Source: an optimization exercise on an open RTL-to-GDS flow (aim: small area and a short achievable clock period). Production flows keep margins and buffers that such runs may drop.
Function was checked by simulation only, so behaviour that the tests miss may differ from the original.
Power and IR drop assume default switching activity.

==> design/flow/design.v <==
`timescale 1ns/1ps
module half_adder(input a,b,output sum,carry);
  assign sum = a ^ b;
  assign carry = a & b;
endmodule
`timescale 1ns/1ps
module full_adder( output sum,carry, input a,b,c);
  wire w1, w2, w3;
  half_adder HA1(.a(a), .b(b), .sum(w1), .carry(w2));
  half_adder HA2(.a(w1), .b(c), .sum(sum), .carry(w3));
  or or1(carry, w2, w3);
endmodule
`timescale 1ns/1ps
module RCA_16bit(output cout, output [15:0] sum, input [15:0] a, b);
    wire [14:0] c;
    full_adder F0(.a(a[0]), .b(b[0]), .c(1'b0), .sum(sum[0]), .carry(c[0]));
    full_adder F1(.a(a[1]), .b(b[1]), .c(c[0]), .sum(sum[1]), .carry(c[1]));
    full_adder F2(.a(a[2]), .b(b[2]), .c(c[1]), .sum(sum[2]), .carry(c[2]));
    full_adder F3(.a(a[3]), .b(b[3]), .c(c[2]), .sum(sum[3]), .carry(c[3]));
    full_adder F4(.a(a[4]), .b(b[4]), .c(c[3]), .sum(sum[4]), .carry(c[4]));
    full_adder F5(.a(a[5]), .b(b[5]), .c(c[4]), .sum(sum[5]), .carry(c[5]));
    full_adder F6(.a(a[6]), .b(b[6]), .c(c[5]), .sum(sum[6]), .carry(c[6]));
    full_adder F7(.a(a[7]), .b(b[7]), .c(c[6]), .sum(sum[7]), .carry(c[7]));
    full_adder F8(.a(a[8]), .b(b[8]), .c(c[7]), .sum(sum[8]), .carry(c[8]));
    full_adder F9(.a(a[9]), .b(b[9]), .c(c[8]), .sum(sum[9]), .carry(c[9]));
    full_adder F10(.a(a[10]), .b(b[10]), .c(c[9]), .sum(sum[10]), .carry(c[10]));
    full_adder F11(.a(a[11]), .b(b[11]), .c(c[10]), .sum(sum[11]), .carry(c[11]));
    full_adder F12(.a(a[12]), .b(b[12]), .c(c[11]), .sum(sum[12]), .carry(c[12]));
    full_adder F13(.a(a[13]), .b(b[13]), .c(c[12]), .sum(sum[13]), .carry(c[13]));
    full_adder F14(.a(a[14]), .b(b[14]), .c(c[13]), .sum(sum[14]), .carry(c[14]));
    full_adder F15(.a(a[15]), .b(b[15]), .c(c[14]), .sum(sum[15]), .carry(cout));
endmodule
`timescale 1ns/1ps
module d_ff(input clk,input [15:0]d,output reg [15:0]q);
  always@(posedge clk)
      q<=d;       
endmodule         
`timescale 1ns / 1ps
module Braun_Multiplier(
    input [7:0] a, b,
    output [15:0] p
);
    wire [15:0] sum_0, sum_1, sum_2, sum_3, sum_4, sum_5, sum_6, sum_7;
    wire [7:0] partial_product[7:0];
    genvar i, j;
    generate
        for (i = 0; i < 8; i = i + 1) begin
            for (j = 0; j < 8; j = j + 1) begin
                assign partial_product[i][j] = a[i] & b[j];   
            end
        end
    endgenerate
    assign sum_0 = {8'b0, partial_product[0]};
    assign sum_1 = {partial_product[1], 1'b0} + sum_0;
    assign sum_2 = {partial_product[2], 2'b0} + sum_1;
    assign sum_3 = {partial_product[3], 3'b0} + sum_2;
    assign sum_4 = {partial_product[4], 4'b0} + sum_3;
    assign sum_5 = {partial_product[5], 5'b0} + sum_4;
    assign sum_6 = {partial_product[6], 6'b0} + sum_5;
    assign sum_7 = {partial_product[7], 7'b0} + sum_6;
    assign p = sum_7;
endmodule
module FIR_Top(input clk, input [7:0] Xin, H0, H1, H2, output reg [15:0] Yout);
  reg [15:0] Q1;
  reg [15:0] Q2;
  wire a1 = ~(Xin[0] & H2[0]);
  wire a2 = ~(Xin[0] & H2[1]);
  wire a3 = ~(Xin[0] & H2[2]);
  wire a4 = ~(Xin[0] & H2[3]);
  wire a5 = ~(Xin[0] & H2[4]);
  wire a6 = ~(Xin[0] & H2[5]);
  wire a7 = ~(Xin[0] & H2[6]);
  wire a8 = ~(Xin[0] & H2[7]);
  wire a9 = ~(Xin[1] & H2[0]);
  wire a10 = ~(Xin[1] & H2[1]);
  wire a11 = ~(Xin[1] & H2[2]);
  wire a12 = ~(Xin[1] & H2[3]);
  wire a13 = ~(Xin[1] & H2[4]);
  wire a14 = ~(Xin[1] & H2[5]);
  wire a15 = ~(Xin[1] & H2[6]);
  wire a16 = ~(Xin[1] & H2[7]);
  wire a17 = ~(Xin[2] & H2[0]);
  wire a18 = ~(Xin[2] & H2[1]);
  wire a19 = ~(Xin[2] & H2[2]);
  wire a20 = ~(Xin[2] & H2[3]);
  wire a21 = ~(Xin[2] & H2[4]);
  wire a22 = ~(Xin[2] & H2[5]);
  wire a23 = ~(Xin[2] & H2[6]);
  wire a24 = ~(Xin[2] & H2[7]);
  wire a25 = ~(Xin[3] & H2[0]);
  wire a26 = ~(Xin[3] & H2[1]);
  wire a27 = ~(Xin[3] & H2[2]);
  wire a28 = ~(Xin[3] & H2[3]);
  wire a29 = ~(Xin[3] & H2[4]);
  wire a30 = ~(Xin[3] & H2[5]);
  wire a31 = ~(Xin[3] & H2[6]);
  wire a32 = ~(Xin[3] & H2[7]);
  wire a33 = ~(Xin[4] & H2[0]);
  wire a34 = ~(Xin[4] & H2[1]);
  wire a35 = ~(Xin[4] & H2[2]);
  wire a36 = ~(Xin[4] & H2[3]);
  wire a37 = ~(Xin[4] & H2[4]);
  wire a38 = ~(Xin[4] & H2[5]);
  wire a39 = ~(Xin[4] & H2[6]);
  wire a40 = ~(Xin[4] & H2[7]);
  wire a41 = ~(Xin[5] & H2[0]);
  wire a42 = ~(Xin[5] & H2[1]);
  wire a43 = ~(Xin[5] & H2[2]);
  wire a44 = ~(Xin[5] & H2[3]);
  wire a45 = ~(Xin[5] & H2[4]);
  wire a46 = ~(Xin[5] & H2[5]);
  wire a47 = ~(Xin[5] & H2[6]);
  wire a48 = ~(Xin[5] & H2[7]);
  wire a49 = ~(Xin[6] & H2[0]);
  wire a50 = ~(Xin[6] & H2[1]);
  wire a51 = ~(Xin[6] & H2[2]);
  wire a52 = ~(Xin[6] & H2[3]);
  wire a53 = ~(Xin[6] & H2[4]);
  wire a54 = ~(Xin[6] & H2[5]);
  wire a55 = ~(Xin[6] & H2[6]);
  wire a56 = ~(Xin[6] & H2[7]);
  wire a57 = ~(Xin[7] & H2[0]);
  wire a58 = ~(Xin[7] & H2[1]);
  wire a59 = ~(Xin[7] & H2[2]);
  wire a60 = ~(Xin[7] & H2[3]);
  wire a61 = ~(Xin[7] & H2[4]);
  wire a62 = ~(Xin[7] & H2[5]);
  wire a63 = ~(Xin[7] & H2[6]);
  wire a64 = ~(Xin[7] & H2[7]);
  wire s65;
  fir_xnor2 u65 (.a(a7), .b(a14), .y(s65));
  wire c66;
  fir_or2 u66 (.a(a7), .b(a14), .y(c66));
  wire s67, c67;
  fir_fa u67 (.a(a8), .b(a15), .c(a22), .s(s67), .co(c67));
  wire s68;
  fir_xnor2 u68 (.a(a29), .b(a36), .y(s68));
  wire c69;
  fir_or2 u69 (.a(a29), .b(a36), .y(c69));
  wire s70, c70;
  fir_fa u70 (.a(a16), .b(a23), .c(a30), .s(s70), .co(c70));
  wire s71;
  fir_xnor2 u71 (.a(a37), .b(a44), .y(s71));
  wire c72;
  fir_or2 u72 (.a(a37), .b(a44), .y(c72));
  wire s73, c73;
  fir_fa u73 (.a(a24), .b(a31), .c(a38), .s(s73), .co(c73));
  wire s74;
  fir_xnor2 u74 (.a(a5), .b(a12), .y(s74));
  wire c75;
  fir_or2 u75 (.a(a5), .b(a12), .y(c75));
  wire s76, c76;
  fir_fa u76 (.a(a6), .b(a13), .c(a20), .s(s76), .co(c76));
  wire s77;
  fir_xnor2 u77 (.a(a27), .b(a34), .y(s77));
  wire c78;
  fir_or2 u78 (.a(a27), .b(a34), .y(c78));
  wire s79, c79;
  fir_fa u79 (.a(a21), .b(a28), .c(a35), .s(s79), .co(c79));
  wire s80, c80;
  fir_fa u80 (.a(a42), .b(a49), .c(s65), .s(s80), .co(c80));
  wire s81, c81;
  fir_fa u81 (.a(a43), .b(a50), .c(a57), .s(s81), .co(c81));
  wire s82, c82;
  fir_fa u82 (.a(c66), .b(s68), .c(s67), .s(s82), .co(c82));
  wire s83, c83;
  fir_fa u83 (.a(a51), .b(a58), .c(c69), .s(s83), .co(c83));
  wire s84, c84;
  fir_fa u84 (.a(s71), .b(c67), .c(s70), .s(s84), .co(c84));
  wire s85, c85;
  fir_fa u85 (.a(a45), .b(a52), .c(a59), .s(s85), .co(c85));
  wire s86, c86;
  fir_fa u86 (.a(c72), .b(c70), .c(s73), .s(s86), .co(c86));
  wire s87, c87;
  fir_fa u87 (.a(a32), .b(a39), .c(a46), .s(s87), .co(c87));
  wire s88, c88;
  fir_fa u88 (.a(a53), .b(a60), .c(c73), .s(s88), .co(c88));
  wire s89, c89;
  fir_fa u89 (.a(a40), .b(a47), .c(a54), .s(s89), .co(c89));
  wire s90;
  fir_xnor2 u90 (.a(a4), .b(a11), .y(s90));
  wire c91;
  fir_or2 u91 (.a(a4), .b(a11), .y(c91));
  wire s92, c92;
  fir_fa u92 (.a(a19), .b(a26), .c(a33), .s(s92), .co(c92));
  wire s93, c93;
  fir_fa u93 (.a(a41), .b(c75), .c(s77), .s(s93), .co(c93));
  wire s94, c94;
  fir_fa u94 (.a(c78), .b(c76), .c(s79), .s(s94), .co(c94));
  wire s95, c95;
  fir_fa u95 (.a(c79), .b(s81), .c(c80), .s(s95), .co(c95));
  wire s96, c96;
  fir_fa u96 (.a(c81), .b(s83), .c(c82), .s(s96), .co(c96));
  wire s97, c97;
  fir_fa u97 (.a(s85), .b(c83), .c(c84), .s(s97), .co(c97));
  wire s98, c98;
  fir_fa u98 (.a(c85), .b(s87), .c(c86), .s(s98), .co(c98));
  wire s99, c99;
  fir_fa u99 (.a(a61), .b(c87), .c(s89), .s(s99), .co(c99));
  wire s100, c100;
  fir_fa u100 (.a(a48), .b(a55), .c(a62), .s(s100), .co(c100));
  wire s101;
  fir_xnor2 u101 (.a(a3), .b(a10), .y(s101));
  wire c102;
  fir_or2 u102 (.a(a3), .b(a10), .y(c102));
  wire s103, c103;
  fir_fa u103 (.a(a18), .b(a25), .c(s90), .s(s103), .co(c103));
  wire s104, c104;
  fir_fa u104 (.a(c91), .b(s74), .c(s92), .s(s104), .co(c104));
  wire s105, c105;
  fir_fa u105 (.a(c92), .b(s76), .c(s93), .s(s105), .co(c105));
  wire s106, c106;
  fir_fa u106 (.a(c93), .b(s80), .c(s94), .s(s106), .co(c106));
  wire s107, c107;
  fir_fa u107 (.a(c94), .b(s82), .c(s95), .s(s107), .co(c107));
  wire s108, c108;
  fir_fa u108 (.a(s84), .b(c95), .c(s96), .s(s108), .co(c108));
  wire s109, c109;
  fir_fa u109 (.a(s86), .b(c96), .c(s97), .s(s109), .co(c109));
  wire s110, c110;
  fir_fa u110 (.a(s88), .b(c97), .c(s98), .s(s110), .co(c110));
  wire s111, c111;
  fir_fa u111 (.a(c88), .b(s99), .c(c98), .s(s111), .co(c111));
  wire s112, c112;
  fir_fa u112 (.a(c89), .b(s100), .c(c99), .s(s112), .co(c112));
  wire s113, c113;
  fir_fa u113 (.a(a56), .b(a63), .c(c100), .s(s113), .co(c113));
  wire p114;
  fir_xor2 u114 (.a(a2), .b(a9), .y(p114));
  wire g115;
  fir_nor2 u115 (.a(a2), .b(a9), .y(g115));
  wire p116;
  fir_xor2 u116 (.a(s101), .b(a17), .y(p116));
  wire g117;
  fir_nor2 u117 (.a(s101), .b(a17), .y(g117));
  wire p118;
  fir_xor2 u118 (.a(c102), .b(s103), .y(p118));
  wire g119;
  fir_nor2 u119 (.a(c102), .b(s103), .y(g119));
  wire p120;
  fir_xor2 u120 (.a(c103), .b(s104), .y(p120));
  wire g121;
  fir_nor2 u121 (.a(c103), .b(s104), .y(g121));
  wire p122;
  fir_xor2 u122 (.a(c104), .b(s105), .y(p122));
  wire g123;
  fir_nor2 u123 (.a(c104), .b(s105), .y(g123));
  wire p124;
  fir_xor2 u124 (.a(c105), .b(s106), .y(p124));
  wire g125;
  fir_nor2 u125 (.a(c105), .b(s106), .y(g125));
  wire p126;
  fir_xor2 u126 (.a(c106), .b(s107), .y(p126));
  wire g127;
  fir_nor2 u127 (.a(c106), .b(s107), .y(g127));
  wire p128;
  fir_xor2 u128 (.a(c107), .b(s108), .y(p128));
  wire g129;
  fir_nor2 u129 (.a(c107), .b(s108), .y(g129));
  wire p130;
  fir_xor2 u130 (.a(c108), .b(s109), .y(p130));
  wire g131;
  fir_nor2 u131 (.a(c108), .b(s109), .y(g131));
  wire p132;
  fir_xor2 u132 (.a(c109), .b(s110), .y(p132));
  wire g133;
  fir_nor2 u133 (.a(c109), .b(s110), .y(g133));
  wire p134;
  fir_xor2 u134 (.a(c110), .b(s111), .y(p134));
  wire g135;
  fir_nor2 u135 (.a(c110), .b(s111), .y(g135));
  wire p136;
  fir_xor2 u136 (.a(c111), .b(s112), .y(p136));
  wire g137;
  fir_nor2 u137 (.a(c111), .b(s112), .y(g137));
  wire p138;
  fir_xor2 u138 (.a(c112), .b(s113), .y(p138));
  wire g139;
  fir_nor2 u139 (.a(c112), .b(s113), .y(g139));
  wire p140;
  fir_xor2 u140 (.a(c113), .b(a64), .y(p140));
  wire g141;
  fir_nor2 u141 (.a(c113), .b(a64), .y(g141));
  wire G142 = g115 | (p114 & 1'b0);
  wire P143 = p114 & ~a1;
  wire G144 = g119 | (p118 & g117);
  wire P145 = p118 & p116;
  wire G146 = g123 | (p122 & g121);
  wire P147 = p122 & p120;
  wire G148 = g127 | (p126 & g125);
  wire P149 = p126 & p124;
  wire G150 = g131 | (p130 & g129);
  wire P151 = p130 & p128;
  wire G152 = g135 | (p134 & g133);
  wire P153 = p134 & p132;
  wire G154 = g139 | (p138 & g137);
  wire P155 = p138 & p136;
  wire G156 = 1'b0 | (1'b0 & g141);
  wire P157 = 1'b0 & p140;
  wire G158 = g117 | (p116 & G142);
  wire P159 = p116 & P143;
  wire G160 = G144 | (P145 & G142);
  wire P161 = P145 & P143;
  wire G162 = g125 | (p124 & G146);
  wire P163 = p124 & P147;
  wire G164 = G148 | (P149 & G146);
  wire P165 = P149 & P147;
  wire G166 = g133 | (p132 & G150);
  wire P167 = p132 & P151;
  wire G168 = G152 | (P153 & G150);
  wire P169 = P153 & P151;
  wire G170 = g141 | (p140 & G154);
  wire P171 = p140 & P155;
  wire G172 = G156 | (P157 & G154);
  wire P173 = P157 & P155;
  wire G174 = g121 | (p120 & G160);
  wire P175 = p120 & P161;
  wire G176 = G146 | (P147 & G160);
  wire P177 = P147 & P161;
  wire G178 = G162 | (P163 & G160);
  wire P179 = P163 & P161;
  wire G180 = G164 | (P165 & G160);
  wire P181 = P165 & P161;
  wire G182 = g137 | (p136 & G168);
  wire P183 = p136 & P169;
  wire G184 = G154 | (P155 & G168);
  wire P185 = P155 & P169;
  wire G186 = G170 | (P171 & G168);
  wire P187 = P171 & P169;
  wire G188 = G172 | (P173 & G168);
  wire P189 = P173 & P169;
  wire G190 = g129 | (p128 & G180);
  wire P191 = p128 & P181;
  wire G192 = G150 | (P151 & G180);
  wire P193 = P151 & P181;
  wire G194 = G166 | (P167 & G180);
  wire P195 = P167 & P181;
  wire G196 = G168 | (P169 & G180);
  wire P197 = P169 & P181;
  wire G198 = G182 | (P183 & G180);
  wire P199 = P183 & P181;
  wire G200 = G184 | (P185 & G180);
  wire P201 = P185 & P181;
  wire G202 = G186 | (P187 & G180);
  wire P203 = P187 & P181;
  wire G204 = G188 | (P189 & G180);
  wire P205 = P189 & P181;
  wire y206 = ~(~a1);
  wire y207 = ~(p114);
  wire y208;
  fir_xnor2 u208 (.a(p116), .b(G142), .y(y208));
  wire y209;
  fir_xnor2 u209 (.a(p118), .b(G158), .y(y209));
  wire y210;
  fir_xnor2 u210 (.a(p120), .b(G160), .y(y210));
  wire y211;
  fir_xnor2 u211 (.a(p122), .b(G174), .y(y211));
  wire y212;
  fir_xnor2 u212 (.a(p124), .b(G176), .y(y212));
  wire y213;
  fir_xnor2 u213 (.a(p126), .b(G178), .y(y213));
  wire y214;
  fir_xnor2 u214 (.a(p128), .b(G180), .y(y214));
  wire y215;
  fir_xnor2 u215 (.a(p130), .b(G190), .y(y215));
  wire y216;
  fir_xnor2 u216 (.a(p132), .b(G192), .y(y216));
  wire y217;
  fir_xnor2 u217 (.a(p134), .b(G194), .y(y217));
  wire y218;
  fir_xnor2 u218 (.a(p136), .b(G196), .y(y218));
  wire y219;
  fir_xnor2 u219 (.a(p138), .b(G198), .y(y219));
  wire y220;
  fir_xnor2 u220 (.a(p140), .b(G200), .y(y220));
  wire y221;
  fir_xnor2 u221 (.a(1'b0), .b(G202), .y(y221));
  wire a222 = ~(Xin[0] & H1[0]);
  wire a223 = ~(Xin[0] & H1[1]);
  wire a224 = ~(Xin[0] & H1[2]);
  wire a225 = ~(Xin[0] & H1[3]);
  wire a226 = ~(Xin[0] & H1[4]);
  wire a227 = ~(Xin[0] & H1[5]);
  wire a228 = ~(Xin[0] & H1[6]);
  wire a229 = ~(Xin[0] & H1[7]);
  wire a230 = ~(Xin[1] & H1[0]);
  wire a231 = ~(Xin[1] & H1[1]);
  wire a232 = ~(Xin[1] & H1[2]);
  wire a233 = ~(Xin[1] & H1[3]);
  wire a234 = ~(Xin[1] & H1[4]);
  wire a235 = ~(Xin[1] & H1[5]);
  wire a236 = ~(Xin[1] & H1[6]);
  wire a237 = ~(Xin[1] & H1[7]);
  wire a238 = ~(Xin[2] & H1[0]);
  wire a239 = ~(Xin[2] & H1[1]);
  wire a240 = ~(Xin[2] & H1[2]);
  wire a241 = ~(Xin[2] & H1[3]);
  wire a242 = ~(Xin[2] & H1[4]);
  wire a243 = ~(Xin[2] & H1[5]);
  wire a244 = ~(Xin[2] & H1[6]);
  wire a245 = ~(Xin[2] & H1[7]);
  wire a246 = ~(Xin[3] & H1[0]);
  wire a247 = ~(Xin[3] & H1[1]);
  wire a248 = ~(Xin[3] & H1[2]);
  wire a249 = ~(Xin[3] & H1[3]);
  wire a250 = ~(Xin[3] & H1[4]);
  wire a251 = ~(Xin[3] & H1[5]);
  wire a252 = ~(Xin[3] & H1[6]);
  wire a253 = ~(Xin[3] & H1[7]);
  wire a254 = ~(Xin[4] & H1[0]);
  wire a255 = ~(Xin[4] & H1[1]);
  wire a256 = ~(Xin[4] & H1[2]);
  wire a257 = ~(Xin[4] & H1[3]);
  wire a258 = ~(Xin[4] & H1[4]);
  wire a259 = ~(Xin[4] & H1[5]);
  wire a260 = ~(Xin[4] & H1[6]);
  wire a261 = ~(Xin[4] & H1[7]);
  wire a262 = ~(Xin[5] & H1[0]);
  wire a263 = ~(Xin[5] & H1[1]);
  wire a264 = ~(Xin[5] & H1[2]);
  wire a265 = ~(Xin[5] & H1[3]);
  wire a266 = ~(Xin[5] & H1[4]);
  wire a267 = ~(Xin[5] & H1[5]);
  wire a268 = ~(Xin[5] & H1[6]);
  wire a269 = ~(Xin[5] & H1[7]);
  wire a270 = ~(Xin[6] & H1[0]);
  wire a271 = ~(Xin[6] & H1[1]);
  wire a272 = ~(Xin[6] & H1[2]);
  wire a273 = ~(Xin[6] & H1[3]);
  wire a274 = ~(Xin[6] & H1[4]);
  wire a275 = ~(Xin[6] & H1[5]);
  wire a276 = ~(Xin[6] & H1[6]);
  wire a277 = ~(Xin[6] & H1[7]);
  wire a278 = ~(Xin[7] & H1[0]);
  wire a279 = ~(Xin[7] & H1[1]);
  wire a280 = ~(Xin[7] & H1[2]);
  wire a281 = ~(Xin[7] & H1[3]);
  wire a282 = ~(Xin[7] & H1[4]);
  wire a283 = ~(Xin[7] & H1[5]);
  wire a284 = ~(Xin[7] & H1[6]);
  wire a285 = ~(Xin[7] & H1[7]);
  wire s286;
  fir_xnor2 u286 (.a(Q1[5]), .b(a227), .y(s286));
  wire c287;
  fir_or2 u287 (.a(Q1[5]), .b(a227), .y(c287));
  wire s288, c288;
  fir_fa u288 (.a(Q1[6]), .b(a228), .c(a235), .s(s288), .co(c288));
  wire s289;
  fir_xnor2 u289 (.a(a242), .b(a249), .y(s289));
  wire c290;
  fir_or2 u290 (.a(a242), .b(a249), .y(c290));
  wire s291, c291;
  fir_fa u291 (.a(Q1[7]), .b(a229), .c(a236), .s(s291), .co(c291));
  wire s292, c292;
  fir_fa u292 (.a(a243), .b(a250), .c(a257), .s(s292), .co(c292));
  wire s293;
  fir_xnor2 u293 (.a(a264), .b(a271), .y(s293));
  wire c294;
  fir_or2 u294 (.a(a264), .b(a271), .y(c294));
  wire s295, c295;
  fir_fa u295 (.a(Q1[8]), .b(a237), .c(a244), .s(s295), .co(c295));
  wire s296, c296;
  fir_fa u296 (.a(a251), .b(a258), .c(a265), .s(s296), .co(c296));
  wire s297;
  fir_xnor2 u297 (.a(a272), .b(a279), .y(s297));
  wire c298;
  fir_or2 u298 (.a(a272), .b(a279), .y(c298));
  wire s299, c299;
  fir_fa u299 (.a(Q1[9]), .b(a245), .c(a252), .s(s299), .co(c299));
  wire s300, c300;
  fir_fa u300 (.a(a259), .b(a266), .c(a273), .s(s300), .co(c300));
  wire s301, c301;
  fir_fa u301 (.a(Q1[10]), .b(a253), .c(a260), .s(s301), .co(c301));
  wire s302;
  fir_xnor2 u302 (.a(Q1[3]), .b(a225), .y(s302));
  wire c303;
  fir_or2 u303 (.a(Q1[3]), .b(a225), .y(c303));
  wire s304, c304;
  fir_fa u304 (.a(Q1[4]), .b(a226), .c(a233), .s(s304), .co(c304));
  wire s305;
  fir_xnor2 u305 (.a(a240), .b(a247), .y(s305));
  wire c306;
  fir_or2 u306 (.a(a240), .b(a247), .y(c306));
  wire s307, c307;
  fir_fa u307 (.a(a234), .b(a241), .c(a248), .s(s307), .co(c307));
  wire s308, c308;
  fir_fa u308 (.a(a255), .b(a262), .c(s286), .s(s308), .co(c308));
  wire s309, c309;
  fir_fa u309 (.a(a256), .b(a263), .c(a270), .s(s309), .co(c309));
  wire s310, c310;
  fir_fa u310 (.a(c287), .b(s289), .c(s288), .s(s310), .co(c310));
  wire s311, c311;
  fir_fa u311 (.a(a278), .b(c290), .c(s293), .s(s311), .co(c311));
  wire s312, c312;
  fir_fa u312 (.a(c288), .b(s291), .c(s292), .s(s312), .co(c312));
  wire s313, c313;
  fir_fa u313 (.a(c294), .b(s297), .c(c291), .s(s313), .co(c313));
  wire s314, c314;
  fir_fa u314 (.a(c292), .b(s295), .c(s296), .s(s314), .co(c314));
  wire s315, c315;
  fir_fa u315 (.a(a280), .b(c298), .c(c295), .s(s315), .co(c315));
  wire s316, c316;
  fir_fa u316 (.a(c296), .b(s299), .c(s300), .s(s316), .co(c316));
  wire s317, c317;
  fir_fa u317 (.a(a267), .b(a274), .c(a281), .s(s317), .co(c317));
  wire s318, c318;
  fir_fa u318 (.a(c299), .b(c300), .c(s301), .s(s318), .co(c318));
  wire s319, c319;
  fir_fa u319 (.a(Q1[11]), .b(a261), .c(a268), .s(s319), .co(c319));
  wire s320, c320;
  fir_fa u320 (.a(a275), .b(a282), .c(c301), .s(s320), .co(c320));
  wire s321, c321;
  fir_fa u321 (.a(Q1[12]), .b(a269), .c(a276), .s(s321), .co(c321));
  wire s322;
  fir_xnor2 u322 (.a(Q1[2]), .b(a224), .y(s322));
  wire c323;
  fir_or2 u323 (.a(Q1[2]), .b(a224), .y(c323));
  wire s324, c324;
  fir_fa u324 (.a(a232), .b(a239), .c(a246), .s(s324), .co(c324));
  wire s325, c325;
  fir_fa u325 (.a(a254), .b(c303), .c(s305), .s(s325), .co(c325));
  wire s326, c326;
  fir_fa u326 (.a(c306), .b(c304), .c(s307), .s(s326), .co(c326));
  wire s327, c327;
  fir_fa u327 (.a(c307), .b(s309), .c(c308), .s(s327), .co(c327));
  wire s328, c328;
  fir_fa u328 (.a(c309), .b(s311), .c(c310), .s(s328), .co(c328));
  wire s329, c329;
  fir_fa u329 (.a(c311), .b(c312), .c(s313), .s(s329), .co(c329));
  wire s330, c330;
  fir_fa u330 (.a(c313), .b(c314), .c(s315), .s(s330), .co(c330));
  wire s331, c331;
  fir_fa u331 (.a(s317), .b(c315), .c(c316), .s(s331), .co(c331));
  wire s332, c332;
  fir_fa u332 (.a(c317), .b(s319), .c(c318), .s(s332), .co(c332));
  wire s333, c333;
  fir_fa u333 (.a(a283), .b(c319), .c(s321), .s(s333), .co(c333));
  wire s334, c334;
  fir_fa u334 (.a(Q1[13]), .b(a277), .c(a284), .s(s334), .co(c334));
  wire s335;
  fir_xnor2 u335 (.a(Q1[1]), .b(a223), .y(s335));
  wire c336;
  fir_or2 u336 (.a(Q1[1]), .b(a223), .y(c336));
  wire s337, c337;
  fir_fa u337 (.a(a231), .b(a238), .c(s322), .s(s337), .co(c337));
  wire s338, c338;
  fir_fa u338 (.a(c323), .b(s302), .c(s324), .s(s338), .co(c338));
  wire s339, c339;
  fir_fa u339 (.a(c324), .b(s304), .c(s325), .s(s339), .co(c339));
  wire s340, c340;
  fir_fa u340 (.a(c325), .b(s308), .c(s326), .s(s340), .co(c340));
  wire s341, c341;
  fir_fa u341 (.a(c326), .b(s310), .c(s327), .s(s341), .co(c341));
  wire s342, c342;
  fir_fa u342 (.a(s312), .b(c327), .c(s328), .s(s342), .co(c342));
  wire s343, c343;
  fir_fa u343 (.a(s314), .b(c328), .c(s329), .s(s343), .co(c343));
  wire s344, c344;
  fir_fa u344 (.a(s316), .b(c329), .c(s330), .s(s344), .co(c344));
  wire s345, c345;
  fir_fa u345 (.a(s318), .b(c330), .c(s331), .s(s345), .co(c345));
  wire s346, c346;
  fir_fa u346 (.a(s320), .b(c331), .c(s332), .s(s346), .co(c346));
  wire s347, c347;
  fir_fa u347 (.a(c320), .b(s333), .c(c332), .s(s347), .co(c347));
  wire s348, c348;
  fir_fa u348 (.a(c321), .b(s334), .c(c333), .s(s348), .co(c348));
  wire s349, c349;
  fir_fa u349 (.a(Q1[14]), .b(a285), .c(c334), .s(s349), .co(c349));
  wire p350;
  fir_xor2 u350 (.a(Q1[0]), .b(a222), .y(p350));
  wire g351;
  fir_nor2 u351 (.a(Q1[0]), .b(a222), .y(g351));
  wire p352;
  fir_xor2 u352 (.a(s335), .b(a230), .y(p352));
  wire g353;
  fir_nor2 u353 (.a(s335), .b(a230), .y(g353));
  wire p354;
  fir_xor2 u354 (.a(c336), .b(s337), .y(p354));
  wire g355;
  fir_nor2 u355 (.a(c336), .b(s337), .y(g355));
  wire p356;
  fir_xor2 u356 (.a(c337), .b(s338), .y(p356));
  wire g357;
  fir_nor2 u357 (.a(c337), .b(s338), .y(g357));
  wire p358;
  fir_xor2 u358 (.a(c338), .b(s339), .y(p358));
  wire g359;
  fir_nor2 u359 (.a(c338), .b(s339), .y(g359));
  wire p360;
  fir_xor2 u360 (.a(c339), .b(s340), .y(p360));
  wire g361;
  fir_nor2 u361 (.a(c339), .b(s340), .y(g361));
  wire p362;
  fir_xor2 u362 (.a(c340), .b(s341), .y(p362));
  wire g363;
  fir_nor2 u363 (.a(c340), .b(s341), .y(g363));
  wire p364;
  fir_xor2 u364 (.a(c341), .b(s342), .y(p364));
  wire g365;
  fir_nor2 u365 (.a(c341), .b(s342), .y(g365));
  wire p366;
  fir_xor2 u366 (.a(c342), .b(s343), .y(p366));
  wire g367;
  fir_nor2 u367 (.a(c342), .b(s343), .y(g367));
  wire p368;
  fir_xor2 u368 (.a(c343), .b(s344), .y(p368));
  wire g369;
  fir_nor2 u369 (.a(c343), .b(s344), .y(g369));
  wire p370;
  fir_xor2 u370 (.a(c344), .b(s345), .y(p370));
  wire g371;
  fir_nor2 u371 (.a(c344), .b(s345), .y(g371));
  wire p372;
  fir_xor2 u372 (.a(c345), .b(s346), .y(p372));
  wire g373;
  fir_nor2 u373 (.a(c345), .b(s346), .y(g373));
  wire p374;
  fir_xor2 u374 (.a(c346), .b(s347), .y(p374));
  wire g375;
  fir_nor2 u375 (.a(c346), .b(s347), .y(g375));
  wire p376;
  fir_xor2 u376 (.a(c347), .b(s348), .y(p376));
  wire g377;
  fir_nor2 u377 (.a(c347), .b(s348), .y(g377));
  wire p378;
  fir_xor2 u378 (.a(c348), .b(s349), .y(p378));
  wire g379;
  fir_nor2 u379 (.a(c348), .b(s349), .y(g379));
  wire p380;
  fir_xor2 u380 (.a(c349), .b(Q1[15]), .y(p380));
  wire g381;
  fir_nor2 u381 (.a(c349), .b(Q1[15]), .y(g381));
  wire G382 = g353 | (p352 & g351);
  wire P383 = p352 & p350;
  wire G384 = g357 | (p356 & g355);
  wire P385 = p356 & p354;
  wire G386 = g361 | (p360 & g359);
  wire P387 = p360 & p358;
  wire G388 = g365 | (p364 & g363);
  wire P389 = p364 & p362;
  wire G390 = g369 | (p368 & g367);
  wire P391 = p368 & p366;
  wire G392 = g373 | (p372 & g371);
  wire P393 = p372 & p370;
  wire G394 = g377 | (p376 & g375);
  wire P395 = p376 & p374;
  wire G396 = g381 | (p380 & g379);
  wire P397 = p380 & p378;
  wire G398 = g355 | (p354 & G382);
  wire P399 = p354 & P383;
  wire G400 = G384 | (P385 & G382);
  wire P401 = P385 & P383;
  wire G402 = g363 | (p362 & G386);
  wire P403 = p362 & P387;
  wire G404 = G388 | (P389 & G386);
  wire P405 = P389 & P387;
  wire G406 = g371 | (p370 & G390);
  wire P407 = p370 & P391;
  wire G408 = G392 | (P393 & G390);
  wire P409 = P393 & P391;
  wire G410 = g379 | (p378 & G394);
  wire P411 = p378 & P395;
  wire G412 = G396 | (P397 & G394);
  wire P413 = P397 & P395;
  wire G414 = g359 | (p358 & G400);
  wire P415 = p358 & P401;
  wire G416 = G386 | (P387 & G400);
  wire P417 = P387 & P401;
  wire G418 = G402 | (P403 & G400);
  wire P419 = P403 & P401;
  wire G420 = G404 | (P405 & G400);
  wire P421 = P405 & P401;
  wire G422 = g375 | (p374 & G408);
  wire P423 = p374 & P409;
  wire G424 = G394 | (P395 & G408);
  wire P425 = P395 & P409;
  wire G426 = G410 | (P411 & G408);
  wire P427 = P411 & P409;
  wire G428 = G412 | (P413 & G408);
  wire P429 = P413 & P409;
  wire G430 = g367 | (p366 & G420);
  wire P431 = p366 & P421;
  wire G432 = G390 | (P391 & G420);
  wire P433 = P391 & P421;
  wire G434 = G406 | (P407 & G420);
  wire P435 = P407 & P421;
  wire G436 = G408 | (P409 & G420);
  wire P437 = P409 & P421;
  wire G438 = G422 | (P423 & G420);
  wire P439 = P423 & P421;
  wire G440 = G424 | (P425 & G420);
  wire P441 = P425 & P421;
  wire G442 = G426 | (P427 & G420);
  wire P443 = P427 & P421;
  wire G444 = G428 | (P429 & G420);
  wire P445 = P429 & P421;
  wire y446 = ~(p350);
  wire y447;
  fir_xnor2 u447 (.a(p352), .b(g351), .y(y447));
  wire y448;
  fir_xnor2 u448 (.a(p354), .b(G382), .y(y448));
  wire y449;
  fir_xnor2 u449 (.a(p356), .b(G398), .y(y449));
  wire y450;
  fir_xnor2 u450 (.a(p358), .b(G400), .y(y450));
  wire y451;
  fir_xnor2 u451 (.a(p360), .b(G414), .y(y451));
  wire y452;
  fir_xnor2 u452 (.a(p362), .b(G416), .y(y452));
  wire y453;
  fir_xnor2 u453 (.a(p364), .b(G418), .y(y453));
  wire y454;
  fir_xnor2 u454 (.a(p366), .b(G420), .y(y454));
  wire y455;
  fir_xnor2 u455 (.a(p368), .b(G430), .y(y455));
  wire y456;
  fir_xnor2 u456 (.a(p370), .b(G432), .y(y456));
  wire y457;
  fir_xnor2 u457 (.a(p372), .b(G434), .y(y457));
  wire y458;
  fir_xnor2 u458 (.a(p374), .b(G436), .y(y458));
  wire y459;
  fir_xnor2 u459 (.a(p376), .b(G438), .y(y459));
  wire y460;
  fir_xnor2 u460 (.a(p378), .b(G440), .y(y460));
  wire y461;
  fir_xnor2 u461 (.a(p380), .b(G442), .y(y461));
  wire a462 = ~(Xin[0] & H0[0]);
  wire a463 = ~(Xin[0] & H0[1]);
  wire a464 = ~(Xin[0] & H0[2]);
  wire a465 = ~(Xin[0] & H0[3]);
  wire a466 = ~(Xin[0] & H0[4]);
  wire a467 = ~(Xin[0] & H0[5]);
  wire a468 = ~(Xin[0] & H0[6]);
  wire a469 = ~(Xin[0] & H0[7]);
  wire a470 = ~(Xin[1] & H0[0]);
  wire a471 = ~(Xin[1] & H0[1]);
  wire a472 = ~(Xin[1] & H0[2]);
  wire a473 = ~(Xin[1] & H0[3]);
  wire a474 = ~(Xin[1] & H0[4]);
  wire a475 = ~(Xin[1] & H0[5]);
  wire a476 = ~(Xin[1] & H0[6]);
  wire a477 = ~(Xin[1] & H0[7]);
  wire a478 = ~(Xin[2] & H0[0]);
  wire a479 = ~(Xin[2] & H0[1]);
  wire a480 = ~(Xin[2] & H0[2]);
  wire a481 = ~(Xin[2] & H0[3]);
  wire a482 = ~(Xin[2] & H0[4]);
  wire a483 = ~(Xin[2] & H0[5]);
  wire a484 = ~(Xin[2] & H0[6]);
  wire a485 = ~(Xin[2] & H0[7]);
  wire a486 = ~(Xin[3] & H0[0]);
  wire a487 = ~(Xin[3] & H0[1]);
  wire a488 = ~(Xin[3] & H0[2]);
  wire a489 = ~(Xin[3] & H0[3]);
  wire a490 = ~(Xin[3] & H0[4]);
  wire a491 = ~(Xin[3] & H0[5]);
  wire a492 = ~(Xin[3] & H0[6]);
  wire a493 = ~(Xin[3] & H0[7]);
  wire a494 = ~(Xin[4] & H0[0]);
  wire a495 = ~(Xin[4] & H0[1]);
  wire a496 = ~(Xin[4] & H0[2]);
  wire a497 = ~(Xin[4] & H0[3]);
  wire a498 = ~(Xin[4] & H0[4]);
  wire a499 = ~(Xin[4] & H0[5]);
  wire a500 = ~(Xin[4] & H0[6]);
  wire a501 = ~(Xin[4] & H0[7]);
  wire a502 = ~(Xin[5] & H0[0]);
  wire a503 = ~(Xin[5] & H0[1]);
  wire a504 = ~(Xin[5] & H0[2]);
  wire a505 = ~(Xin[5] & H0[3]);
  wire a506 = ~(Xin[5] & H0[4]);
  wire a507 = ~(Xin[5] & H0[5]);
  wire a508 = ~(Xin[5] & H0[6]);
  wire a509 = ~(Xin[5] & H0[7]);
  wire a510 = ~(Xin[6] & H0[0]);
  wire a511 = ~(Xin[6] & H0[1]);
  wire a512 = ~(Xin[6] & H0[2]);
  wire a513 = ~(Xin[6] & H0[3]);
  wire a514 = ~(Xin[6] & H0[4]);
  wire a515 = ~(Xin[6] & H0[5]);
  wire a516 = ~(Xin[6] & H0[6]);
  wire a517 = ~(Xin[6] & H0[7]);
  wire a518 = ~(Xin[7] & H0[0]);
  wire a519 = ~(Xin[7] & H0[1]);
  wire a520 = ~(Xin[7] & H0[2]);
  wire a521 = ~(Xin[7] & H0[3]);
  wire a522 = ~(Xin[7] & H0[4]);
  wire a523 = ~(Xin[7] & H0[5]);
  wire a524 = ~(Xin[7] & H0[6]);
  wire a525 = ~(Xin[7] & H0[7]);
  wire s526;
  fir_xnor2 u526 (.a(Q2[5]), .b(a467), .y(s526));
  wire c527;
  fir_or2 u527 (.a(Q2[5]), .b(a467), .y(c527));
  wire s528, c528;
  fir_fa u528 (.a(Q2[6]), .b(a468), .c(a475), .s(s528), .co(c528));
  wire s529;
  fir_xnor2 u529 (.a(a482), .b(a489), .y(s529));
  wire c530;
  fir_or2 u530 (.a(a482), .b(a489), .y(c530));
  wire s531, c531;
  fir_fa u531 (.a(Q2[7]), .b(a469), .c(a476), .s(s531), .co(c531));
  wire s532, c532;
  fir_fa u532 (.a(a483), .b(a490), .c(a497), .s(s532), .co(c532));
  wire s533;
  fir_xnor2 u533 (.a(a504), .b(a511), .y(s533));
  wire c534;
  fir_or2 u534 (.a(a504), .b(a511), .y(c534));
  wire s535, c535;
  fir_fa u535 (.a(Q2[8]), .b(a477), .c(a484), .s(s535), .co(c535));
  wire s536, c536;
  fir_fa u536 (.a(a491), .b(a498), .c(a505), .s(s536), .co(c536));
  wire s537;
  fir_xnor2 u537 (.a(a512), .b(a519), .y(s537));
  wire c538;
  fir_or2 u538 (.a(a512), .b(a519), .y(c538));
  wire s539, c539;
  fir_fa u539 (.a(Q2[9]), .b(a485), .c(a492), .s(s539), .co(c539));
  wire s540, c540;
  fir_fa u540 (.a(a499), .b(a506), .c(a513), .s(s540), .co(c540));
  wire s541, c541;
  fir_fa u541 (.a(Q2[10]), .b(a493), .c(a500), .s(s541), .co(c541));
  wire s542;
  fir_xnor2 u542 (.a(Q2[3]), .b(a465), .y(s542));
  wire c543;
  fir_or2 u543 (.a(Q2[3]), .b(a465), .y(c543));
  wire s544, c544;
  fir_fa u544 (.a(Q2[4]), .b(a466), .c(a473), .s(s544), .co(c544));
  wire s545;
  fir_xnor2 u545 (.a(a480), .b(a487), .y(s545));
  wire c546;
  fir_or2 u546 (.a(a480), .b(a487), .y(c546));
  wire s547, c547;
  fir_fa u547 (.a(a474), .b(a481), .c(a488), .s(s547), .co(c547));
  wire s548, c548;
  fir_fa u548 (.a(a495), .b(a502), .c(s526), .s(s548), .co(c548));
  wire s549, c549;
  fir_fa u549 (.a(a496), .b(a503), .c(a510), .s(s549), .co(c549));
  wire s550, c550;
  fir_fa u550 (.a(c527), .b(s529), .c(s528), .s(s550), .co(c550));
  wire s551, c551;
  fir_fa u551 (.a(a518), .b(c530), .c(s533), .s(s551), .co(c551));
  wire s552, c552;
  fir_fa u552 (.a(c528), .b(s531), .c(s532), .s(s552), .co(c552));
  wire s553, c553;
  fir_fa u553 (.a(c534), .b(s537), .c(c531), .s(s553), .co(c553));
  wire s554, c554;
  fir_fa u554 (.a(c532), .b(s535), .c(s536), .s(s554), .co(c554));
  wire s555, c555;
  fir_fa u555 (.a(a520), .b(c538), .c(c535), .s(s555), .co(c555));
  wire s556, c556;
  fir_fa u556 (.a(c536), .b(s539), .c(s540), .s(s556), .co(c556));
  wire s557, c557;
  fir_fa u557 (.a(a507), .b(a514), .c(a521), .s(s557), .co(c557));
  wire s558, c558;
  fir_fa u558 (.a(c539), .b(c540), .c(s541), .s(s558), .co(c558));
  wire s559, c559;
  fir_fa u559 (.a(Q2[11]), .b(a501), .c(a508), .s(s559), .co(c559));
  wire s560, c560;
  fir_fa u560 (.a(a515), .b(a522), .c(c541), .s(s560), .co(c560));
  wire s561, c561;
  fir_fa u561 (.a(Q2[12]), .b(a509), .c(a516), .s(s561), .co(c561));
  wire s562;
  fir_xnor2 u562 (.a(Q2[2]), .b(a464), .y(s562));
  wire c563;
  fir_or2 u563 (.a(Q2[2]), .b(a464), .y(c563));
  wire s564, c564;
  fir_fa u564 (.a(a472), .b(a479), .c(a486), .s(s564), .co(c564));
  wire s565, c565;
  fir_fa u565 (.a(a494), .b(c543), .c(s545), .s(s565), .co(c565));
  wire s566, c566;
  fir_fa u566 (.a(c546), .b(c544), .c(s547), .s(s566), .co(c566));
  wire s567, c567;
  fir_fa u567 (.a(c547), .b(s549), .c(c548), .s(s567), .co(c567));
  wire s568, c568;
  fir_fa u568 (.a(c549), .b(s551), .c(c550), .s(s568), .co(c568));
  wire s569, c569;
  fir_fa u569 (.a(c551), .b(c552), .c(s553), .s(s569), .co(c569));
  wire s570, c570;
  fir_fa u570 (.a(c553), .b(c554), .c(s555), .s(s570), .co(c570));
  wire s571, c571;
  fir_fa u571 (.a(s557), .b(c555), .c(c556), .s(s571), .co(c571));
  wire s572, c572;
  fir_fa u572 (.a(c557), .b(s559), .c(c558), .s(s572), .co(c572));
  wire s573, c573;
  fir_fa u573 (.a(a523), .b(c559), .c(s561), .s(s573), .co(c573));
  wire s574, c574;
  fir_fa u574 (.a(Q2[13]), .b(a517), .c(a524), .s(s574), .co(c574));
  wire s575;
  fir_xnor2 u575 (.a(Q2[1]), .b(a463), .y(s575));
  wire c576;
  fir_or2 u576 (.a(Q2[1]), .b(a463), .y(c576));
  wire s577, c577;
  fir_fa u577 (.a(a471), .b(a478), .c(s562), .s(s577), .co(c577));
  wire s578, c578;
  fir_fa u578 (.a(c563), .b(s542), .c(s564), .s(s578), .co(c578));
  wire s579, c579;
  fir_fa u579 (.a(c564), .b(s544), .c(s565), .s(s579), .co(c579));
  wire s580, c580;
  fir_fa u580 (.a(c565), .b(s548), .c(s566), .s(s580), .co(c580));
  wire s581, c581;
  fir_fa u581 (.a(c566), .b(s550), .c(s567), .s(s581), .co(c581));
  wire s582, c582;
  fir_fa u582 (.a(s552), .b(c567), .c(s568), .s(s582), .co(c582));
  wire s583, c583;
  fir_fa u583 (.a(s554), .b(c568), .c(s569), .s(s583), .co(c583));
  wire s584, c584;
  fir_fa u584 (.a(s556), .b(c569), .c(s570), .s(s584), .co(c584));
  wire s585, c585;
  fir_fa u585 (.a(s558), .b(c570), .c(s571), .s(s585), .co(c585));
  wire s586, c586;
  fir_fa u586 (.a(s560), .b(c571), .c(s572), .s(s586), .co(c586));
  wire s587, c587;
  fir_fa u587 (.a(c560), .b(s573), .c(c572), .s(s587), .co(c587));
  wire s588, c588;
  fir_fa u588 (.a(c561), .b(s574), .c(c573), .s(s588), .co(c588));
  wire s589, c589;
  fir_fa u589 (.a(Q2[14]), .b(a525), .c(c574), .s(s589), .co(c589));
  wire p590;
  fir_xor2 u590 (.a(Q2[0]), .b(a462), .y(p590));
  wire g591;
  fir_nor2 u591 (.a(Q2[0]), .b(a462), .y(g591));
  wire p592;
  fir_xor2 u592 (.a(s575), .b(a470), .y(p592));
  wire g593;
  fir_nor2 u593 (.a(s575), .b(a470), .y(g593));
  wire p594;
  fir_xor2 u594 (.a(c576), .b(s577), .y(p594));
  wire g595;
  fir_nor2 u595 (.a(c576), .b(s577), .y(g595));
  wire p596;
  fir_xor2 u596 (.a(c577), .b(s578), .y(p596));
  wire g597;
  fir_nor2 u597 (.a(c577), .b(s578), .y(g597));
  wire p598;
  fir_xor2 u598 (.a(c578), .b(s579), .y(p598));
  wire g599;
  fir_nor2 u599 (.a(c578), .b(s579), .y(g599));
  wire p600;
  fir_xor2 u600 (.a(c579), .b(s580), .y(p600));
  wire g601;
  fir_nor2 u601 (.a(c579), .b(s580), .y(g601));
  wire p602;
  fir_xor2 u602 (.a(c580), .b(s581), .y(p602));
  wire g603;
  fir_nor2 u603 (.a(c580), .b(s581), .y(g603));
  wire p604;
  fir_xor2 u604 (.a(c581), .b(s582), .y(p604));
  wire g605;
  fir_nor2 u605 (.a(c581), .b(s582), .y(g605));
  wire p606;
  fir_xor2 u606 (.a(c582), .b(s583), .y(p606));
  wire g607;
  fir_nor2 u607 (.a(c582), .b(s583), .y(g607));
  wire p608;
  fir_xor2 u608 (.a(c583), .b(s584), .y(p608));
  wire g609;
  fir_nor2 u609 (.a(c583), .b(s584), .y(g609));
  wire p610;
  fir_xor2 u610 (.a(c584), .b(s585), .y(p610));
  wire g611;
  fir_nor2 u611 (.a(c584), .b(s585), .y(g611));
  wire p612;
  fir_xor2 u612 (.a(c585), .b(s586), .y(p612));
  wire g613;
  fir_nor2 u613 (.a(c585), .b(s586), .y(g613));
  wire p614;
  fir_xor2 u614 (.a(c586), .b(s587), .y(p614));
  wire g615;
  fir_nor2 u615 (.a(c586), .b(s587), .y(g615));
  wire p616;
  fir_xor2 u616 (.a(c587), .b(s588), .y(p616));
  wire g617;
  fir_nor2 u617 (.a(c587), .b(s588), .y(g617));
  wire p618;
  fir_xor2 u618 (.a(c588), .b(s589), .y(p618));
  wire g619;
  fir_nor2 u619 (.a(c588), .b(s589), .y(g619));
  wire p620;
  fir_xor2 u620 (.a(c589), .b(Q2[15]), .y(p620));
  wire g621;
  fir_nor2 u621 (.a(c589), .b(Q2[15]), .y(g621));
  wire G622 = g593 | (p592 & g591);
  wire P623 = p592 & p590;
  wire G624 = g597 | (p596 & g595);
  wire P625 = p596 & p594;
  wire G626 = g601 | (p600 & g599);
  wire P627 = p600 & p598;
  wire G628 = g605 | (p604 & g603);
  wire P629 = p604 & p602;
  wire G630 = g609 | (p608 & g607);
  wire P631 = p608 & p606;
  wire G632 = g613 | (p612 & g611);
  wire P633 = p612 & p610;
  wire G634 = g617 | (p616 & g615);
  wire P635 = p616 & p614;
  wire G636 = g621 | (p620 & g619);
  wire P637 = p620 & p618;
  wire G638 = g595 | (p594 & G622);
  wire P639 = p594 & P623;
  wire G640 = G624 | (P625 & G622);
  wire P641 = P625 & P623;
  wire G642 = g603 | (p602 & G626);
  wire P643 = p602 & P627;
  wire G644 = G628 | (P629 & G626);
  wire P645 = P629 & P627;
  wire G646 = g611 | (p610 & G630);
  wire P647 = p610 & P631;
  wire G648 = G632 | (P633 & G630);
  wire P649 = P633 & P631;
  wire G650 = g619 | (p618 & G634);
  wire P651 = p618 & P635;
  wire G652 = G636 | (P637 & G634);
  wire P653 = P637 & P635;
  wire G654 = g599 | (p598 & G640);
  wire P655 = p598 & P641;
  wire G656 = G626 | (P627 & G640);
  wire P657 = P627 & P641;
  wire G658 = G642 | (P643 & G640);
  wire P659 = P643 & P641;
  wire G660 = G644 | (P645 & G640);
  wire P661 = P645 & P641;
  wire G662 = g615 | (p614 & G648);
  wire P663 = p614 & P649;
  wire G664 = G634 | (P635 & G648);
  wire P665 = P635 & P649;
  wire G666 = G650 | (P651 & G648);
  wire P667 = P651 & P649;
  wire G668 = G652 | (P653 & G648);
  wire P669 = P653 & P649;
  wire G670 = g607 | (p606 & G660);
  wire P671 = p606 & P661;
  wire G672 = G630 | (P631 & G660);
  wire P673 = P631 & P661;
  wire G674 = G646 | (P647 & G660);
  wire P675 = P647 & P661;
  wire G676 = G648 | (P649 & G660);
  wire P677 = P649 & P661;
  wire G678 = G662 | (P663 & G660);
  wire P679 = P663 & P661;
  wire G680 = G664 | (P665 & G660);
  wire P681 = P665 & P661;
  wire G682 = G666 | (P667 & G660);
  wire P683 = P667 & P661;
  wire G684 = G668 | (P669 & G660);
  wire P685 = P669 & P661;
  wire y686 = (p590);
  wire y687;
  fir_xor2 u687 (.a(p592), .b(g591), .y(y687));
  wire y688;
  fir_xor2 u688 (.a(p594), .b(G622), .y(y688));
  wire y689;
  fir_xor2 u689 (.a(p596), .b(G638), .y(y689));
  wire y690;
  fir_xor2 u690 (.a(p598), .b(G640), .y(y690));
  wire y691;
  fir_xor2 u691 (.a(p600), .b(G654), .y(y691));
  wire y692;
  fir_xor2 u692 (.a(p602), .b(G656), .y(y692));
  wire y693;
  fir_xor2 u693 (.a(p604), .b(G658), .y(y693));
  wire y694;
  fir_xor2 u694 (.a(p606), .b(G660), .y(y694));
  wire y695;
  fir_xor2 u695 (.a(p608), .b(G670), .y(y695));
  wire y696;
  fir_xor2 u696 (.a(p610), .b(G672), .y(y696));
  wire y697;
  fir_xor2 u697 (.a(p612), .b(G674), .y(y697));
  wire y698;
  fir_xor2 u698 (.a(p614), .b(G676), .y(y698));
  wire y699;
  fir_xor2 u699 (.a(p616), .b(G678), .y(y699));
  wire y700;
  fir_xor2 u700 (.a(p618), .b(G680), .y(y700));
  wire y701;
  fir_xor2 u701 (.a(p620), .b(G682), .y(y701));
  always @(posedge clk) begin
    Q1 <= {y221, y220, y219, y218, y217, y216, y215, y214, y213, y212, y211, y210, y209, y208, y207, y206};
    Q2 <= {y461, y460, y459, y458, y457, y456, y455, y454, y453, y452, y451, y450, y449, y448, y447, y446};
    Yout <= {y701, y700, y699, y698, y697, y696, y695, y694, y693, y692, y691, y690, y689, y688, y687, y686};
  end
endmodule
module fir_fa(input a, b, c, output s, co);
  assign s = a ^ b ^ c;
  assign co = (a & b) | (a & c) | (b & c);
endmodule
module fir_nor2(input a, b, output y);
  assign y = ~(a | b);
endmodule
module fir_or2(input a, b, output y);
  assign y = a | b;
endmodule
module fir_xnor2(input a, b, output y);
  assign y = ~(a ^ b);
endmodule
module fir_xor2(input a, b, output y);
  assign y = a ^ b;
endmodule
==> design/flow/flow/run.sh <==
#!/bin/bash
# Own flow: the standard layout (standard.sh, unchanged synthesis and steps),
# with the port buffers that global placement inserts made as the smallest
# plain buffer instead of the default; repair then upsizes them where timing needs it.
set -euo pipefail
export BUFFER_PORTS_ARGS="-buffer_cell sky130_fd_sc_hd__buf_1"
bash standard.sh > standard_make.log 2>&1
==> design/flow/standard.sh <==
#!/bin/bash
# synth_recipe.tcl (not shown) runs the flow's synth.tcl, then flattens the netlist and writes it again
# the make line also repeats each setting of config.mk as NAME=value (left out here)
make -C /OpenROAD-flow-scripts/flow DESIGN_CONFIG=/design/flow/config.mk WORK_HOME=/design/flow/orfs CLKGATE_MAP_FILE= SYNTH_SCRIPT=/design/flow/synth_recipe.tcl "${@:-finish}"
==> design/flow/config.mk <==
export PLATFORM = sky130hd
export DESIGN_NAME = FIR_Top
export DESIGN_NICKNAME = FIR_Top
export VERILOG_FILES = /design/flow/design.v
export SDC_FILE = /design/flow/constraint.sdc
export NUM_CORES = 4
export LEC_CHECK = 0
export CAP_MARGIN = 20
export CORE_MARGIN = 2
export CORE_UTILIZATION = 60
export SETUP_SLACK_MARGIN = 4.2
export SLEW_MARGIN = 20
export SYNTH_HIERARCHICAL = 1
export SYNTH_MINIMUM_KEEP_SIZE = 0
export TNS_END_PERCENT = 0
==> design/flow/constraint.sdc <==
create_clock -name core_clock -period 9.5 [get_ports {clk}]
set_input_delay 1.9000 -clock core_clock [delete_from_list [all_inputs] [get_ports {clk}]]
set_output_delay 1.9000 -clock core_clock [all_outputs]
set_load 0.01 [all_outputs]
==> impl_metrics.py, run 1 <==
metrics = {
    "sta": {
        "final.setup.worst_slack_ps": 4350,
        "fin_skew_ps": 7.61,
        "fin_crit_ps": 5150,
        "tns_ps": 0,
        "maxSlewViolCount": 0,
        "hold-worst-slack_ps": 457,
        "timing.final.crit_share": 0.542,
        "max_freq_mhz": 194,
        "rsz0062_at_grt": "yes",
        "setup_viol": 0,
        "finalHoldViolCount": 0,
    },
    "place": {
        "port_buffers": 48,
        "hpwl_mm": 9.88,
        "pre_cts_slack_ps": 3140,
        "gp_congestion": 0.788,
        "place_inst": 854,
    },
    "clock_tree": {
        "cts_buffer_depth": 2,
        "cts_buffers": 5,
        "post-cts-setup-buffers": 0,
        "cts_tree": "built",
        "numClockSinks": 48,
        "htreeDepth": 2,
        "clk_pin_slew_worst_paths_ps": 90,
        "cts-root-buf": "clkbuf_8",
        "clock_latency_ps": 320,
    },
    "die": {
        "coreArea_mm2": 0.0104,
        "io-pin-count": 49,
        "initial_core_util": 0.621,
        "chipHeight_um": 108,
        "die_x_um": 108,
        "row_count": 37,
        "dieArea_mm2": 0.0116,
    },
    "routing": {
        "via_per_inst": 5.48,
        "wl_per_cell_um": 15.1,
        "ant_nets": 0,
        "first_pass_iters": 5,
        "drt-initial-drc-count": 223,
        "drc": 0,
        "wl_mm": 13.1,
        "num_vias": 4732,
    },
    "global_routing": {
        "grt_max_degree": 25,
        "grt_pass1_vias": 5040,
        "grt_pass1_wl_mm": 23.4,
        "overflow": 0,
        "antenna_found_initial": 0,
        "grt_use_total": 0.255,
    },
    "pwr": {
        "total_leakage_power_nw": 2.63,
        "p_per_area_mw_per_mm2": 383,
        "finalPower_w": 0.00267,
        "irDropWorstVdd_mv": 0.346,
    },
    "logic_synthesis": {
        "synth_seq_cells": 48,
        "synth-edff-count": 0,
        "yosys_most_used_dff": "dfxtp_1",
        "netlist_area_mm2": 0.00647,
        "async_flop_share": 0,
        "ys_top_cells_by_count": "199 x nand2_1, 131 x fa_1, 61 x xor2_1",
        "synthCells": 706,
        "yosysTopAreaCell": "fa_1",
        "synth_nets": 870,
        "avgSynthCellArea_um2": 9.16,
        "ys_top_cells_by_area": "fa_1 41%, dfxtp_1 15%, nand2_1 12%",
        "ys_seq_area_frac": 0.149,
        "synth-warning-count": 7,
        "synth.top_cell.area_share": 0.405,
        "yosysMostFrequentCell": "nand2_1",
        "synth.distinct_cells": 31,
    },
    "cells_and_area": {
        "fillCellCount": 891,
        "num_antenna_cells": 0,
        "drive_above_1_share": 0.0729,
        "final_cells": 863,
        "nets": 891,
        "area_growth_pct": 7.64,
    },
    "worst_setup_path": {
        "cp_max_fo": 24,
        "worstSetupEndpointType": "flip-flop",
        "worstPathRequired_ps": 9730,
        "path_class": "input pin to flip-flop",
        "critPathLaunchType": "input pin",
        "worst-endpoint-arrival_ps": 5380,
    },
    "hold_path": {
        "holdCritPathClass": "flip-flop to flip-flop",
    },
    "outcome": {
        "outcome": "timing/DRC/antenna clean",
    },
    "flow_run": {
        "drv_cap": 0,
    },
}
## kinds of logic (layout without fill, tap and decap cells)
logic type	Yosys count	count (layout)	synth area share
other	1	1	0.000580
adder cells (fa/ha/maj)	131	131	0.405
buffers and inverters	42	63	0.0244
AND/OR/NAND/NOR	307	307	0.198
flip-flops	48	48	0.149
XOR/XNOR	113	113	0.153
AO/OA/AOI/OAI	64	64	0.0696
## report_power, final
group | total [W] | internal, W | switching (W)
clock network | 0.000125 | 0.0000504 | 0.0000744
registers | 0.000388 | 0.000341 | 0.0000466
logic | 0.00216 | 0.000984 | 0.00117
## layout by cell type, fill, tap and decap left out, drive strengths merged, types with 2 or more instances in the layout
| cell type | count |
|---|---|
| dfxtp | 48 |
| clkbuf | 24 |
| nand2b | 2 |
| or3 | 2 |
| o31ai | 2 |
| o21ai | 7 |
| xnor2 | 52 |
| buf | 36 |
| nor2 | 56 |
| and4 | 2 |
| o21a | 3 |
| xor2 | 61 |
| a21o | 22 |
| nand2 | 199 |
| or2 | 24 |
| nand3 | 9 |
| a21oi | 22 |
| nor3 | 7 |
| o21bai | 3 |
| nand4 | 2 |
| fa | 131 |
| nor2b | 4 |
| inv | 2 |
| a21bo | 2 |
## cell type report
class	instances	area (um2)	share of cell area
Clock inverter	1	5.00	0.000719
Multi-Input combinational cell	616	5410	0.777
Timing Repair Buffer	54	335	0.0482
Sequential cell	48	961	0.138
Clock buffer	6	72.6	0.0104
Inverter	2	7.51	0.00108
Tap cell	136	170	0.0244
## flip-flops by register name (all words and copies together) (netlist names)
name	count
Q1	16
Q2	16
Yout	16
## path summary, 6_finish.rpt
kind / start / endpoint / slack (ps) / cells past startpoint
setup / recovery: Xin[0] / Q2[10] / 4350 / 12
hold reg to reg: Q2[0] / Yout[0] / 460 / 1
hold / removal: Q2[0] / Yout[0] / 460 / 1
setup reg to reg: Q1[6] / Q2[10] / 6000 / 10
## metrics by stage
| step | utilization | instance area, um2 |
|---|---|---|
| 2_1_floorplan | - | 6470 |
| 3_3_place_gp | 0.643 | 6700 |
| 3_5_place_dp | 0.643 | 6700 |
| 4_1_cts | 0.653 | 6800 |
| 5_1_grt | 0.668 | 6960 |
| 6_report | 0.668 | 6960 |
## Yosys stat by module (local to each module, per instance)
module     cells  cell area (um2)
FIR_Top      395             2550
fir_fa         1             20.0
fir_nor2       1             3.75
fir_or2        1             6.26
fir_xnor2      1             8.76
fir_xor2       1             8.76
## timing repair
item                       4_1_cts  5_1_grt
hold buffers                     0        0
pin swaps                        0        3
cloned                           0        2
setup endpoints to repair       25       16
gates resized for setup         22       36
## per-layer routing
| metal | routed length (um) | share of wire | GRT usage | up-vias |
|---|---|---|---|---|
| li1 | - | - | - | 2228 |
| met1 | 6030 | 0.46 | 0.367 | 2387 |
| met2 | 6330 | 0.49 | 0.412 | 105 |
| met3 | 582 | 0.045 | 0.0375 | 12 |
| met4 | 110 | 0.0084 | 0.0577 | 0 |
| met5 | 0 | 0 | 0 | - |
## critical path, cell delays in order
cell and delay [ps]:
buf_4 260, nand2_1 120, fa_1 490, fa_1 400, fa_1 450, fa_1 530, xor2_1 320, a21oi_1 120
nor2b_1 320, or3_4 200, a21o_1 120, xnor2_1 140
==> run 2, diff against run 1 <==
--- a/design/flow/config.mk
+++ b/design/flow/config.mk
@@ -7,7 +7,7 @@
 export LEC_CHECK = 0
 export CAP_MARGIN = 20
 export CORE_MARGIN = 2
-export CORE_UTILIZATION = 60
+export CORE_UTILIZATION = 75
 export SETUP_SLACK_MARGIN = 4.2
 export SLEW_MARGIN = 20
 export SYNTH_HIERARCHICAL = 1
==> impl_metrics.py, run 2 <==
metrics = {
    "clock_tree": {
        "cts_tree": "built",
        "cts_buffers": 5,
        "htreeDepth": 2,
        "cts-root-buf": "clkbuf_8",
        "clock_latency_ps": 310,
        "clk_pin_slew_worst_paths_ps": 100,
        "cts_buffer_depth": 2,
        "numClockSinks": 48,
    },
    "routing": {
        "num_vias": 4856,
        "first_pass_iters": 5,
        "drt-initial-drc-count": 261,
        "ant_nets": 0,
        "drc": 0,
        "wl_mm": 13.5,
        "wl_per_cell_um": 16.2,
        "via_per_inst": 5.83,
    },
    "sta": {
        "rsz0062_at_grt": "yes",
        "timing.final.crit_share": 0.547,
        "max_freq_mhz": 192,
        "hold-worst-slack_ps": 468,
        "final.setup.worst_slack_ps": 4300,
        "setup_viol": 0,
        "finalHoldViolCount": 0,
        "maxSlewViolCount": 0,
        "tns_ps": 0,
        "fin_skew_ps": 10.9,
        "fin_crit_ps": 5200,
    },
    "worst_setup_path": {
        "cp_max_fo": 24,
        "reg2reg_from": "Q2[8]",
        "worstSetupEndpointType": "flip-flop",
        "path_class": "input pin to flip-flop",
        "r2r_end": "Yout[15]",
        "reg2reg_depth": 12,
        "worstPathRequired_ps": 9700,
        "regToRegSetupSlack_ps": 5910,
        "critPathLaunchType": "input pin",
        "worst-endpoint-arrival_ps": 5400,
    },
    "place": {
        "port_buffers": 48,
        "pre_cts_slack_ps": 3080,
        "postPlaceCellArea_mm2": 0.00666,
        "hpwl_mm": 10.1,
        "gp_congestion": 0.843,
    },
    "hold_path": {
        "min_from": "Q2[0]",
        "hold_depth": 1,
        "holdCritPathClass": "flip-flop to flip-flop",
        "hold_end": "Yout[0]",
    },
    "logic_synthesis": {
        "avgSynthCellArea_um2": 9.16,
        "ys_seq_area_frac": 0.149,
        "async_flop_share": 0,
        "ys_top_cells_by_count": "199 x nand2_1, 131 x fa_1, 61 x xor2_1",
        "yosys_most_used_dff": "dfxtp_1",
        "synth.distinct_cells": 31,
        "yosysTopAreaCell": "fa_1",
        "synth_nets": 870,
        "synthCells": 706,
        "synth-edff-count": 0,
        "yosysMostFrequentCell": "nand2_1",
        "netlist_area_mm2": 0.00647,
        "ys_top_cells_by_area": "fa_1 41%, dfxtp_1 15%, nand2_1 12%",
        "synth_seq_cells": 48,
        "synth.top_cell.area_share": 0.405,
        "synth-warning-count": 7,
    },
    "die": {
        "die_x_um": 96.9,
        "row_count": 33,
        "dieArea_mm2": 0.00938,
        "io-pin-count": 49,
        "initial_core_util": 0.779,
        "coreArea_mm2": 0.00830,
        "chipHeight_um": 96.9,
    },
    "global_routing": {
        "overflow": 0,
        "grt_pass1_wl_mm": 23.7,
        "antenna_found_initial": 0,
        "grt_max_degree": 25,
        "grt_use_total": 0.309,
        "grt_pass1_vias": 5238,
    },
    "cells_and_area": {
        "final_util": 0.838,
        "final_cell_area_mm2": 0.00695,
        "drive_above_1_share": 0.0879,
        "top_regs": "Q1 x16, Q2 x16, Yout x16",
        "final_cell_mix": "199 x nand2_1, 130 x fa_1, 56 x nor2_1, 52 x xnor2_1, 52 x xor2_1",
        "num_antenna_cells": 0,
        "area_growth_pct": 7.49,
        "final_common_cell": "nand2_1",
        "nets": 891,
    },
    "pwr": {
        "p_per_area_mw_per_mm2": 401,
        "total_leakage_power_nw": 2.63,
        "irDropWorstVdd_mv": 0.386,
    },
    "outcome": {
        "outcome": "timing/DRC/antenna clean",
    },
    "flow_run": {
        "drv_cap": 0,
    },
}
==> run 2: modules after synthesis, one instance, submodules excluded <==
module / cell area [um2] / flops+latches
fir_fa: 20.0 / 0
fir_xor2: 8.76 / 0
FIR_Top: 2550 / 48
fir_nor2: 3.75 / 0
fir_xnor2: 8.76 / 0
fir_or2: 6.26 / 0
==> run 2: cell families (layout without fill, tap and decap cells) <==
| kind of cell | after synthesis | in the layout | synth area share |
|---|---|---|---|
| adders and majority gates | 131 | 131 | 0.405 |
| other | 1 | 1 | 0.000580 |
| xor gates and xnor gates | 113 | 113 | 0.153 |
| and+or+nand+nor | 307 | 307 | 0.198 |
| DFF | 48 | 48 | 0.149 |
| buffers and inverters | 42 | 64 | 0.0244 |
| AOI/OAI and AO/OA | 64 | 64 | 0.0696 |
==> run 2: report_power, final <==
| group | switching [W] | internal (W) |
|---|---|---|
| sequential | 0.0000492 | 0.000341 |
| clock | 0.0000768 | 0.0000592 |
| combinational | 0.00124 | 0.00102 |
| total | 0.00137 | 0.00142 |
==> run 2: critical path: stages <==
cell and delay, ps:
buf_1 130, buf_12 190, nand2_1 90, fa_1 500, fa_1 400, fa_1 510
fa_1 470, xor2_2 230, a21oi_1 200, nor2b_2 90, or3_4 340, a21o_1 190
xor2_1 150
==> run 2: final cells by class <==
cell class              count  area [um2]
repair buffers             54         304
fillers                   533        1350
well taps                 105         131
clock inverters             2        15.0
inverters                   2        7.51
flip-flops and latches     48         961
clock buffers               6        82.6
multi-input cells         616        5450
==> run 2: per-layer routing <==
layer / wire, um / vias up / track usage
met5: 0 / - / 0
met4: 302 / 0 / 0.102
met3: 879 / 36 / 0.0441
met2: 6970 / 198 / 0.514
met1: 5380 / 2403 / 0.423
li1: - / 2219 / -
==> run 2: metrics by stage <==
step,power [W],std cells
floorplan,0.00212,706
finish,0.00279,833
global placement,0.00239,823
detailed placement,0.00247,823
CTS,0.00263,831
global route,0.00308,833
==> run 2: how the worst max path moves through the flow <==
stage / from / to / depth (start not counted)
after floorplan: Xin[0] / Yout[10] / 12
after global placement: Xin[1] / Yout[15] / 12
after detailed placement: Xin[2] / Yout[14] / 12
after CTS: Xin[0] / Q1[15] / 14
after global routing: Xin[0] / Yout[14] / 15
final: Xin[0] / Yout[10] / 13
==> run 2: repair_timing <==
action / 4_1_cts / 5_1_grt
resized for setup: 21 / 45
hold buffers: 0 / 0
setup endpoints to repair: 26 / 17
setup buffers: 0 / 2
pin swaps: 0 / 2
cloned: 0 / 0

[what the ideal ports hide]
No port has a modelled driver above. Below, the same layouts with a new extraction and two added sets of constraints.
Step 1 assumes that a clkbuf_16 drives the clock port and a buf_2 every other input.
Step 2, shift: input delay + t, output delay - t, t = (earliest + latest rising clock arrival at the registers) / 2. This alone moves slack from input paths to output paths.
Slacks: ideal ports / drivers / drivers and shift; pairs: ideal ports / drivers.
| run | t, ns | setup WS [ns] | worst setup path at the end |
|---|---|---|---|
| run 1 | 0.346 | 4.351 / 4.363 / 4.017 | input to register |
| run 2 | 0.340 | 4.300 / 4.307 / 3.967 | input to register |
After both steps setup and hold are still met in every run listed. The setup slack of run 1, which loses most, moves by +0.012 ns with the drivers and by -0.334 ns with both steps.
